Context: an optimization exercise on an open-source flow, tuned for small area and a short achievable clock period. The choices shown serve that exercise and are no tape-out recipe. In this exercise RTL edits were held to simulation tests only and were not proved equivalent to the original.

Design CL_02, start of the top module:
module CL_02(clk, rstn, imem_addr, imem_data, dmem_addr, dmem_wdata, dmem_we, dmem_re, dmem_rdata, wb_en, wb_rd, wb_data);
Size in the first run: roughly 230 flip-flops, roughly 96 I/O pins, about 19000 um2 of cells after synthesis.
==> flow/config.mk <==
export PLATFORM = sky130hd
export DESIGN_NAME = CL_02
export DESIGN_NICKNAME = CL_02
export VERILOG_FILES = /design/flow/design.v
export SDC_FILE = /design/flow/constraint.sdc
export NUM_CORES = 4
export LEC_CHECK = 0
export CAP_MARGIN = 20
export CORE_MARGIN = 2
export CORE_UTILIZATION = 40
export SETUP_SLACK_MARGIN = 4
export SLEW_MARGIN = 20
==> flow/constraint.sdc <==
create_clock -name core_clock -period 11.0 [get_ports {clk}]
set_input_delay 2.2000 -clock core_clock [delete_from_list [all_inputs] [get_ports {clk}]]
set_output_delay 2.2000 -clock core_clock [all_outputs]
set_load 0.01 [all_outputs]
run.sh (not shown) runs the stock make flow with config.mk's settings and CLKGATE_MAP_FILE= SYNTH_SCRIPT=/design/flow/synth_recipe.tcl, a recipe that flattens the netlist after the stock synthesis.
The starting point passed the timing, design-rule and antenna checks.
Rerun with:
--- a/flow/design.v
+++ b/flow/design.v
@@ -29,15 +29,15 @@
       o2 = o2 | (r[i] & {16{s2[i]}});
     end
   end
   assign rd1 = o1;
   assign rd2 = o2;
 endmodule
-module mul16(a, b, x, y);
+module mul16(a, b, p);
   input [15:0] a, b;
-  output [31:0] x, y;
+  output [31:0] p;
   wire t1 = a[0] & b[0];
   wire t2 = a[0] & b[1];
   wire t3 = a[0] & b[2];
   wire t4 = a[0] & b[3];
   wire t5 = a[0] & b[4];
   wire t6 = a[0] & b[5];
@@ -708,14 +708,15 @@
   wire t671 = t616 ^ t617 ^ t253;
   wire t672 = (t616 & t617) | (t616 & t253) | (t617 & t253);
   wire t673 = t618 ^ t619 ^ t254;
   wire t674 = (t618 & t619) | (t618 & t254) | (t619 & t254);
   wire t675 = t620 ^ t240 ^ t255;
   wire t676 = (t620 & t240) | (t620 & t255) | (t240 & t255);
-  assign x = {1'b0, t676, t674, t672, t670, t668, t666, t664, t662, t660, t658, t656, t654, t652, t650, t648, t646, t644, t642, t640, t638, t636, t634, t632, t630, t628, t626, t624, t622, t621, t2, t1};
-  assign y = {1'b0, t256, t675, t673, t671, t669, t667, t665, t663, t661, t659, t657, t655, t653, t651, t649, t647, t645, t643, t641, t639, t637, t635, t633, t631, t629, t627, t625, t623, t33, t17, 1'b0};
+  wire [31:0] x = {1'b0, t676, t674, t672, t670, t668, t666, t664, t662, t660, t658, t656, t654, t652, t650, t648, t646, t644, t642, t640, t638, t636, t634, t632, t630, t628, t626, t624, t622, t621, t2, t1};
+  wire [31:0] y = {1'b0, t256, t675, t673, t671, t669, t667, t665, t663, t661, t659, t657, t655, t653, t651, t649, t647, t645, t643, t641, t639, t637, t635, t633, t631, t629, t627, t625, t623, t33, t17, 1'b0};
+  assign p = x + y;
 endmodule
 module CL_02(clk, rstn, imem_addr, imem_data, dmem_addr, dmem_wdata, dmem_we, dmem_re, dmem_rdata, wb_en, wb_rd, wb_data);
   input clk, rstn;
   input [15:0] imem_data;
   input [15:0] dmem_rdata;
   output [7:0] imem_addr;
@@ -735,30 +736,26 @@
   wire [2:0] sh = ir[15:13];
   wire is_lw   = (op == 4'b0111);
   wire is_sw   = (op == 4'b1000);
   wire is_b    = (op == 4'b1001);
   wire is_mul  = (op == 4'b1010);
   wire use_imm = (op == 4'b0101) || is_lw || is_sw;
-  wire use_mul = is_mul || (op == 4'b0001);
   wire [15:0] addb = use_imm ? {10'd0, imm} : opb;
-  wire [31:0] mx, my;
-  mul16 u_mul(.a(opa), .b(opb), .x(mx), .y(my));
-  wire [15:0] ca = use_mul ? mx[15:0] : opa;
-  wire [15:0] cb = use_mul ? my[15:0] : addb;
-  wire [16:0] cs = ca + cb;
-  wire [15:0] sum = cs[15:0];
-  wire [16:0] ph = {mx[31:16], 1'b1} + {my[31:16], cs[16]};
-  wire [15:0] prod_hi = ph[16:1];
+  wire [15:0] sum = opa + addb;
+  wire [31:0] prod;
+  mul16 u_mul(.a(opa), .b(opb), .p(prod));
   reg [15:0] res;
   always @(*) begin
     case (op)
+      4'b0001: res = opa << sh;
       4'b0010: res = opa >> sh;
       4'b0011: res = opa | opb;
       4'b0100: res = opa & opb;
       4'b0110: res = {10'd0, imm};
       4'b0111: res = dmem_rdata;
+      4'b1010: res = prod[15:0];
       4'b1011: res = lo & {16{hl_v}};
       4'b1100: res = hi & {16{hl_v}};
       default: res = sum;
     endcase
   end
   assign wb_en      = !(is_sw || is_b);
@@ -775,14 +772,13 @@
   wire [15:0] rf_d1, rf_d2;
   RF u_rf(.clk(clk), .rstn(rstn), .we(wb_en), .wa(rd), .wd(res),
           .ra1(ra1), .ra2(ra2), .rd1(rf_d1), .rd2(rf_d2));
   wire fwd1 = wb_en && (rd == ra1);
   wire fwd2 = wb_en && (rd == ra2);
   wire [15:0] a_next = fwd1 ? res : rf_d1;
-  wire n_sll = (imem_data[3:0] == 4'b0001);
-  wire [15:0] b_next = n_sll ? (16'd1 << imem_data[15:13]) : fwd2 ? res : rf_d2;
+  wire [15:0] b_next = fwd2 ? res : rf_d2;
   always @(posedge clk or negedge rstn) begin
     if (!rstn) begin
       pc         <= 8'd0;
       ir[3:0]    <= 4'b0110;
       ir[6:4]    <= 3'd0;
       ir[15:10]  <= 6'd0;
@@ -797,14 +793,14 @@
     ir[9:7] <= imem_data[9:7];
     opa     <= a_next;
     opb     <= b_next;
   end
   always @(posedge clk) begin
     if (is_mul) begin
-      lo <= sum;
-      hi <= prod_hi;
+      lo <= prod[15:0];
+      hi <= prod[31:16];
     end
   end
   always @(posedge clk or negedge rstn) begin
     if (!rstn)
       hl_v <= 1'b0;
     else if (is_mul)
Result:
- setup slack improved by 62 ps
- critical path depth stays the same
- non-clock buffer count drops by 3
- die area climbs by 3.6%
- design area climbs by 3.9%

* * *

run 1:
CL_02, a different RTL version from the one above (not shown whole).
Size in the first run: roughly 1900 cells after synthesis, roughly 230 flip-flops, roughly 96 I/O pins, ~19000 µm² of cells after synthesis.
==> module CL_02, before the edit <==
module CL_02(clk, rstn, imem_addr, imem_data, dmem_addr, dmem_wdata, dmem_we, dmem_re, dmem_rdata, wb_en, wb_rd, wb_data);
  input clk, rstn;
  input [15:0] imem_data;
  input [15:0] dmem_rdata;
  output [7:0] imem_addr;
  output [15:0] dmem_addr, dmem_wdata;
  output dmem_we, dmem_re;
  output wb_en;
  output [2:0] wb_rd;
  output [15:0] wb_data;
  reg [7:0]  pc;
  reg [15:0] ir;
  reg [15:0] opa, opb;
  reg [15:0] lo, hi;
  reg        hl_v;
  reg        use_mul;    
  reg        use_imm;    
  wire [3:0] op = ir[3:0];
  wire [2:0] rd = ir[6:4];
  wire [5:0] imm = ir[15:10];
  wire [2:0] sh = ir[15:13];
  wire is_lw   = (op == 4'b0111);
  wire is_sw   = (op == 4'b1000);
  wire is_b    = (op == 4'b1001);
  wire is_mul  = (op == 4'b1010);
  wire [15:0] addb = use_imm ? {10'd0, imm} : opb;
  wire [31:0] mx, my;
  mul16 u_mul(.a(opa), .b(opb), .x(mx), .y(my));
  wire [15:0] ca = use_mul ? mx[15:0] : opa;
  wire [15:0] cb = use_mul ? my[15:0] : addb;
  wire [16:0] cs = ca + cb;
  wire [15:0] sum = cs[15:0];
  wire [16:0] ph = {mx[31:16], 1'b1} + {my[31:16], cs[16]};
  wire [15:0] prod_hi = ph[16:1];
  reg [15:0] res;
  always @(*) begin
    case (op)
      4'b0010: res = opa >> sh;
      4'b0011: res = opa | opb;
      4'b0100: res = opa & opb;
      4'b0110: res = {10'd0, imm};
      4'b0111: res = dmem_rdata;
      4'b1011: res = lo & {16{hl_v}};
      4'b1100: res = hi & {16{hl_v}};
      default: res = sum;
    endcase
  end
  assign wb_en      = !(is_sw || is_b);
  assign wb_rd      = rd;
  assign wb_data    = res;
  assign dmem_addr  = sum;
  assign dmem_wdata = opb;
  assign dmem_we    = is_sw;
  assign dmem_re    = is_lw;
  assign imem_addr  = pc;
  wire n_sw = (imem_data[3:0] == 4'b1000);
  wire [2:0] ra1 = imem_data[9:7];
  wire [2:0] ra2 = n_sw ? imem_data[6:4] : imem_data[12:10];
  wire [15:0] rf_d1, rf_d2;
  RF u_rf(.clk(clk), .rstn(rstn), .we(wb_en), .wa(rd), .wd(res),
          .ra1(ra1), .ra2(ra2), .rd1(rf_d1), .rd2(rf_d2));
  wire fwd1 = wb_en && (rd == ra1);
  wire fwd2 = wb_en && (rd == ra2);
  wire [15:0] a_next = fwd1 ? res : rf_d1;
  wire n_sll = (imem_data[3:0] == 4'b0001);
  wire [15:0] b_next = n_sll ? (16'd1 << imem_data[15:13]) : fwd2 ? res : rf_d2;
  wire [3:0] nop = imem_data[3:0];
  always @(posedge clk or negedge rstn) begin
    if (!rstn) begin
      use_mul    <= 1'b0;
      use_imm    <= 1'b0;
      pc         <= 8'd0;
      ir[3:0]    <= 4'b0110;
      ir[6:4]    <= 3'd0;
      ir[15:10]  <= 6'd0;
    end else begin
      use_mul    <= (nop == 4'b1010) || (nop == 4'b0001);
      use_imm    <= (nop == 4'b0101) || (nop == 4'b0111) || (nop == 4'b1000);
      pc         <= is_b ? ir[11:4] : pc + 8'd1;
      ir[3:0]    <= imem_data[3:0];
      ir[6:4]    <= imem_data[6:4];
      ir[15:10]  <= imem_data[15:10];
    end
  end
  always @(posedge clk) begin
    ir[9:7] <= imem_data[9:7];
    opa     <= a_next;
    opb     <= b_next;
  end
  always @(posedge clk) begin
    if (is_mul) begin
      lo <= sum;
      hi <= prod_hi;
    end
  end
  always @(posedge clk or negedge rstn) begin
    if (!rstn)
      hl_v <= 1'b0;
    else if (is_mul)
      hl_v <= 1'b1;
  end
endmodule
clock: 11.0 ns
lec_check: 0
cap_margin: 20
core_margin: 2
core_utilization: 55
cts_cluster_diameter: 100
cts_cluster_size: 22
place_density: 0.75
setup_slack_margin: 4
slew_margin: 20
standard.sh (not shown) runs the stock make flow with config.mk's settings and CLKGATE_MAP_FILE= SYNTH_SCRIPT=/design/flow/synth_recipe.tcl, a recipe that flattens the netlist after the stock synthesis.
==> flow/flow/run.sh <==
#!/bin/bash
# The standard layout (standard.sh: ORFS synthesis through finish), with
# the input and output ports buffered by buf_1 cells instead of the default
# delay buffers.  The ORFS logs stay under orfs/logs; make's own output goes
# to standard.log.
set -o pipefail
bash standard.sh finish BUFFER_PORTS_ARGS="-buffer_cell sky130_fd_sc_hd__buf_1" > standard.log 2>&1
Changes in run 2 relative to run 1:
--- a/flow/design.v
+++ b/flow/design.v
@@ -729,8 +729,6 @@
   reg [15:0] opa, opb;
   reg [15:0] lo, hi;
   reg        hl_v;
-  reg        use_mul;    
-  reg        use_imm;    
   wire [3:0] op = ir[3:0];
   wire [2:0] rd = ir[6:4];
   wire [5:0] imm = ir[15:10];
@@ -739,6 +737,8 @@
   wire is_sw   = (op == 4'b1000);
   wire is_b    = (op == 4'b1001);
   wire is_mul  = (op == 4'b1010);
+  wire use_imm = (op == 4'b0101) || is_lw || is_sw;
+  wire use_mul = is_mul || (op == 4'b0001);
   wire [15:0] addb = use_imm ? {10'd0, imm} : opb;
   wire [31:0] mx, my;
   mul16 u_mul(.a(opa), .b(opb), .x(mx), .y(my));
@@ -780,18 +780,13 @@
   wire [15:0] a_next = fwd1 ? res : rf_d1;
   wire n_sll = (imem_data[3:0] == 4'b0001);
   wire [15:0] b_next = n_sll ? (16'd1 << imem_data[15:13]) : fwd2 ? res : rf_d2;
-  wire [3:0] nop = imem_data[3:0];
   always @(posedge clk or negedge rstn) begin
     if (!rstn) begin
-      use_mul    <= 1'b0;
-      use_imm    <= 1'b0;
       pc         <= 8'd0;
       ir[3:0]    <= 4'b0110;
       ir[6:4]    <= 3'd0;
       ir[15:10]  <= 6'd0;
     end else begin
-      use_mul    <= (nop == 4'b1010) || (nop == 4'b0001);
-      use_imm    <= (nop == 4'b0101) || (nop == 4'b0111) || (nop == 4'b1000);
       pc         <= is_b ? ir[11:4] : pc + 8'd1;
       ir[3:0]    <= imem_data[3:0];
       ir[6:4]    <= imem_data[6:4];
==> comparison <==
Between run 2 and run 1, it is run 2 whose flip-flop and latch count is lower, by 2. Between run 1 and run 2, number of antenna violations at the first check in global routing increased. Re global-route wire length before repair: run 1 was higher than run 2. Comparing run 2 and run 1, global-route usage is higher on run 1. NOTE total wire length run 1->run 2 decreased by a few percent. Run 1 -> run 2: floorplan die height decreased slightly. Run 2 against run 1: maximum frequency shows a reduction of 0.36%, first-iteration DRC count shows a reduction of 7.3%.

static timing again, ports no longer ideal:
The results above use ideal ports. As a check the final layouts listed here were re-extracted and re-timed, cells and wires unchanged. Step 1 assumes that a clkbuf_16 drives the clock port and a buf_2 every other input. Step 2 times the ports against the registers' clock, not the clock port: input delays grow and output delays shrink by t, the midpoint of the rising clock arrivals with the driver on. a / b / c = ideal / step 1 / step 2; a / b = the first two.
| run | t (ns) | slack for setup (ns) | hold slack, ns | worst setup path at the end | worst data-port slew with drivers (ns) |
|---|---|---|---|---|---|
| the first run of note 1 | 0.583 | 3.966 / 3.916 / 4.247 | 0.445 / 0.445 / 0.445 | input to output | 0.05 |
| the second run of note 1 | 0.599 | 4.029 / 3.977 / 4.193 | 0.434 / 0.434 / 0.434 | input to output | 0.05 |
| run 1 | 0.540 | 4.004 / 3.956 / 4.308 | 0.429 / 0.429 / 0.429 | register to register | 0.07 |
| run 2 | 0.520 | 3.978 / 3.926 / 4.388 | 0.440 / 0.440 / 0.440 | register to register | 0.06 |
After both steps every run listed still meets setup and hold.
